Background: an optimization exercise with open tools, aiming at small area. Do not read the settings as production practice. Function was checked by simulation only, so behaviour that the tests miss may differ from the original. Power figures rest on the tool's default switching activity, not on a simulated workload. The clock port is modelled as an ideal driver; clocking choices that lean on that would not hold on a real chip.

Design BinaryCalculatorTop, start of the top module:
module BinaryCalculatorTop(
    input Clk,
    input Reset,
    input ConfigDiv,
    input[31:0] Din,
    input ValidCmd,
    input InputKey,
    input RWMem,
    input[7:0] Addr,
    input[3:0] Sel,
    input[7:0] InA,
    input[7:0] InB,
    output CalcActive,
    output CalcMode,
    output CalcBusy,
    output DoutValid,
    output DataOut,
    output ClkTx);
Settings: LEC_CHECK=0, CAP_MARGIN=20, CORE_MARGIN=2, CORE_UTILIZATION=75, CTS_CLUSTER_DIAMETER=100, CTS_CLUSTER_SIZE=30, SLEW_MARGIN=20, SYNTH_HIERARCHICAL=1; clock period 15.0 ns.
standard.sh (not shown) runs the stock make flow with config.mk's settings and CLKGATE_MAP_FILE= SYNTH_SCRIPT=/design/flow/synth_recipe.tcl, a recipe that flattens the netlist after the stock synthesis.
==> flow/flow/run.sh <==
#!/bin/bash
# The standard layout, with the port buffers made of the smallest buffer
# cell (buf_1) instead of the one buffer_ports picks by default.
set -e
export BUFFER_PORTS_ARGS="-buffer_cell sky130_fd_sc_hd__buf_1"
bash standard.sh > standard.log 2>&1
The baseline completed without violations.
Change:
==> flow/flow/run.sh (replaced) <==
#!/bin/bash
# The standard layout with two changes:
#  - the port buffers are the smallest buffer cell (buf_1) instead of the one
#    buffer_ports picks by default;
#  - clock tree synthesis inserts no dummy loads (it is given the same
#    clustering settings as config.mk).
set -e
export BUFFER_PORTS_ARGS="-buffer_cell sky130_fd_sc_hd__buf_1"
export CTS_ARGS="-sink_clustering_enable -repair_clock_nets -sink_clustering_size 28 -sink_clustering_max_diameter 90 -dont_use_dummy_load"
bash standard.sh > standard.log 2>&1
Settings changed: CORE_UTILIZATION 75 to 72, CTS_CLUSTER_DIAMETER 100 to 90, CTS_CLUSTER_SIZE 30 to 28.
Effect: Clock skew came out higher by 51 ps. Maximum frequency came out higher slightly. Non-clock buffer count rose by 1. Final area rises slightly. Via count shrinks slightly. Worst setup slack is better by 200 ps. Cell count climbs slightly. Flip-flop and latch count stays the same. Count of clock-buffer cells in the layout goes down by 9.
Change:
==> flow/flow/run.sh (replaced) <==
#!/bin/bash
# The standard layout, with the port buffers made of the smallest buffer
# cell (buf_1) instead of the one buffer_ports picks by default.
set -e
export BUFFER_PORTS_ARGS="-buffer_cell sky130_fd_sc_hd__buf_1"
bash standard.sh > standard.log 2>&1
Settings changed: CORE_UTILIZATION 72 to 60, CTS_CLUSTER_DIAMETER 90 to 80, CTS_CLUSTER_SIZE 28 to 26.
The new run produced a clean layout.
Setup slack got worse by 8.6 ps.
Wire length rises by 4.1%.
Sequential power stays flat.
Die area rises by 20%.
Clock-buffer cell count rises by 16.

* * *

BinaryCalculatorTop again, from the RTL that the note above started with.
## BinaryCalculatorTop
module BinaryCalculatorTop(
    input Clk,
    input Reset,
    input ConfigDiv,
    input[31:0] Din,
    input ValidCmd,
    input InputKey,
    input RWMem,
    input[7:0] Addr,
    input[3:0] Sel,
    input[7:0] InA,
    input[7:0] InB,
    output CalcActive,
    output CalcMode,
    output CalcBusy,
    output DoutValid,
    output DataOut,
    output ClkTx);
Settings: LEC_CHECK=0, CAP_MARGIN=20, CORE_MARGIN=2, CORE_UTILIZATION=60, CTS_CLUSTER_DIAMETER=100, CTS_CLUSTER_SIZE=30, SLEW_MARGIN=20, SYNTH_HIERARCHICAL=1; clock period 15.0 ns.
==> flow/flow/run.sh <==
#!/bin/bash
# The standard layout, with the port buffers made of the smallest buffer
# cell (buf_1) instead of the one buffer_ports picks by default.
set -e
export BUFFER_PORTS_ARGS="-buffer_cell sky130_fd_sc_hd__buf_1"
bash standard.sh > standard.log 2>&1
Then changed:
==> flow/flow/run.sh (replaced) <==
#!/bin/bash
# The standard layout with two changes:
#  - the port buffers are the smallest buffer cell (buf_1) instead of the one
#    buffer_ports picks by default;
#  - clock tree synthesis inserts no dummy loads (it is given the same
#    clustering settings as config.mk).
set -e
export BUFFER_PORTS_ARGS="-buffer_cell sky130_fd_sc_hd__buf_1"
export CTS_ARGS="-sink_clustering_enable -repair_clock_nets -sink_clustering_size 30 -sink_clustering_max_diameter 100 -dont_use_dummy_load"
bash standard.sh > standard.log 2>&1
Outcome: Utilization drops by 0.28 points; combinational power hardly moves; die area does not change; setup slack gets worse by 0.043 ns.

## port drivers added, routing unchanged
In the flow no input, the clock included, has a driving cell. The finished layouts below were timed again as built, in two steps. Step 1 (the two cells are an assumption about what drives the block):
set clk [get_ports {Clk}]
set_driving_cell -lib_cell sky130_fd_sc_hd__clkbuf_16 $clk
set_driving_cell -lib_cell sky130_fd_sc_hd__buf_2 [delete_from_list [all_inputs] $clk]
Step 2 times the ports against the registers' clock, not the clock port: input delays grow and output delays shrink by t, the midpoint of the rising clock arrivals with the driver on. a / b / c = no drivers / after step 1 / after step 2; a / b = the first two.
| run | t (ns) | setup slack, ns | worst register clock-pin slew, ns |
|---|---|---|---|
| the first run of note 1 | 0.695 | 2.269 / 2.207 / 2.901 | 0.12 / 0.12 |
| the second run of note 1 | 0.634 | 2.467 / 2.405 / 3.039 | 0.11 / 0.11 |
| the third run of note 1 | 0.668 | 2.459 / 2.393 / 3.062 | 0.11 / 0.11 |
| the first run of note 2 | 0.704 | 2.372 / 2.308 / 3.012 | 0.12 / 0.12 |
| the second run of note 2 | 0.691 | 2.329 / 2.267 / 2.957 | 0.12 / 0.12 |
After both steps every run listed still meets setup and hold.
